Context: an optimization exercise on an open-source flow, tuned for small area, a short achievable clock period and few clock cycles. The choices shown serve that exercise and are no tape-out recipe. In this exercise RTL edits were held to simulation tests only and were not proved equivalent to the original.

Design geofence, start of the top module:
module geofence (clk, reset, X, Y, valid, is_inside);
input               clk;
input               reset;
input       [9:0]   X;
input       [9:0]   Y;
output  reg         valid;
output  reg         is_inside;
reg     [3:0]   cnt;         
reg     [9:0]   PX, PY;
reg signed [10:0] VX, VY;    
reg signed [11:0] VD;        
reg signed [10:0] LX, LY, RX, RY;
reg             deg;         
wire signed [10:0] dx = {1'b0, X} - {1'b0, PX};
wire signed [10:0] dy = {1'b0, Y} - {1'b0, PY};
wire signed [11:0] dd = {1'b0, PX} - {1'b0, X} + {1'b0, Y} - {1'b0, PY};
wire a_neg, a_zero, b_neg, b_zero;
cross_pair u_ab (.lx(LX), .ly(LY), .rx(RX), .ry(RY), .vx(VX), .vy(VY), .d(VD),
                 .a_neg(a_neg), .a_zero(a_zero), .b_neg(b_neg), .b_zero(b_zero));
wire a_pos = ~a_neg & ~a_zero;
wire b_pos = ~b_neg & ~b_zero;
wire v_zero = ~(|VX) & ~(|VY);
wire opp = (|LX) ? (VX[10] ^ LX[10]) : (VY[10] ^ LY[10]);
wire first = (cnt == 4'd2);
wire step  = (cnt >= 4'd2) && (cnt <= 4'd7);
wire cov_now = v_zero | (~a_pos & ~b_pos & (~deg | opp));
always @(posedge clk or posedge reset) begin
    if (reset) begin
        cnt   <= 4'd0;
        valid <= 1'b0;
    end else begin
        cnt   <= (cnt == 4'd8) ? 4'd0 : cnt + 4'd1;
        valid <= (cnt == 4'd7);
    end
end
always @(posedge clk) begin
    if (cnt == 4'd0) begin
        PX <= X;
        PY <= Y;
    end
    VX <= dx;
    VY <= dy;
    VD <= dd;
    if (first) begin
        LX <= VX; LY <= VY;
        RX <= VX; RY <= VY;
        deg <= 1'b1;
        is_inside <= v_zero;
    end else if (step) begin
        if (a_neg) begin LX <= VX; LY <= VY; end
        if (b_neg) begin RX <= VX; RY <= VY; end
        if (a_neg | b_neg) deg <= 1'b0;
        is_inside <= is_inside | cov_now;
    end
end
endmodule
Size: ~1800 cells after synthesis, roughly 17000 um^2 of cells after synthesis.
clock: 10.0 ns
lec_check: 0
cap_margin: 0
core_margin: 2
core_utilization: 40
place_density: 0.6
setup_slack_margin: 5
slew_margin: 0
standard.sh (not shown) runs the stock make flow with config.mk's settings and CLKGATE_MAP_FILE= SYNTH_SCRIPT=/design/flow/synth_recipe.tcl, a recipe that flattens the netlist after the stock synthesis.
==> flow/flow/run.sh <==
#!/bin/bash
# Standard ORFS layout, with one extra step between synthesis and floorplan:
# flow/polfix.py rewrites the synthesized netlist (same registers, same
# function) to drop the inverters between full adders and to turn half
# adders with an unused output into plain gates.
set -euo pipefail
bash standard.sh synth > synth.log 2>&1
R=orfs/results/${FLOW_PLATFORM}/geofence/base
cp $R/1_2_yosys.v 1_2_yosys.orig.v
python3 flow/polfix.py $R/1_2_yosys.v > polfix.log 2>&1
bash standard.sh finish > finish.log 2>&1
Other scripts of this flow, unchanged in this note and not shown: flow/flow/polfix.py
Testbench counts at the start, summed over its fixed seeds: cycles 28,800.
Next try:
Settings changed: ABC_AREA set to 1, CAP_MARGIN 0 to 20, SLEW_MARGIN 0 to 20.
Routed wire length went up by 12%. Utilization went up by 2.3 points. Cell count went up by 2.6%. Clock-buffer cell count went up by 2. Synthesized area went down by about 8%. Die area went down by 7.8%. Critical path depth stays the same. Worst hold slack improves by 0.026 ns. Design area went down by 3.5%. Worst setup slack improves by 0.40 ns. Sequential share of layout area went up by 0.65 points.

========
## before
Starting RTL as in the previous note.
export LEC_CHECK = 0
export ABC_AREA = 1
export CAP_MARGIN = 20
export CORE_MARGIN = 2
export CORE_UTILIZATION = 40
export PLACE_DENSITY = 0.6
export SETUP_SLACK_MARGIN = 3
export SLEW_MARGIN = 20
create_clock -name core_clock -period 10.0 [get_ports {clk}]
Scripts as last shown in full above: flow/flow/run.sh
Other scripts of this flow, unchanged in this note and not shown: flow/flow/polfix.py
before: full flow OK, the timing, DRC and antenna checks passed
Testbench counts of before, summed over its fixed seeds: cycles 28,800.
#### Input delta (after over before)
- a change of SETUP_SLACK_MARGIN from 3 to 2
[summary]
after against before; maximum frequency is down by a little under 10%. Status: worst hold slack parity (after, before). Comparing before with after, the die extent in x came out essentially unchanged. Between before and after, the difference in end-of-flow core utilization is negligible. There was hardly any difference in proportion of cell area occupied by registers between after and before. Area overhead of the layout relative to synthesis, before and after: higher on before. In after the depth of the most critical reg-to-reg path turned out 4.3% lower than in before.

==> static timing again, ports no longer ideal <==
Ports are ideal in the flow. The routed layouts listed here were re-timed in OpenROAD.
Step 1: set_driving_cell puts a clkbuf_16 on clk and a buf_2 on each other input, an assumption about the parent block.
Step 2, shift: input delay + t, output delay - t, t = (earliest + latest rising clock arrival at the registers) / 2. This alone moves slack from input paths to output paths.
Slacks: ideal / step 1 / step 2; pairs: ideal / step 1.
run | shift t [ns] | setup WS [ns] | worst setup path at the end | pins driven straight from the clock port
the first run of note 1 | 0.398 | 4.210 / 4.210 / 4.210 | register to register | 1
the second run of note 1 | 0.385 | 4.608 / 4.608 / 4.608 | register to register | 1
before | 0.381 | 3.244 / 3.244 / 3.244 | register to register | 1
after | 0.380 | 2.646 / 2.646 / 2.646 | register to register | 1
After both steps every run listed still meets setup and hold.
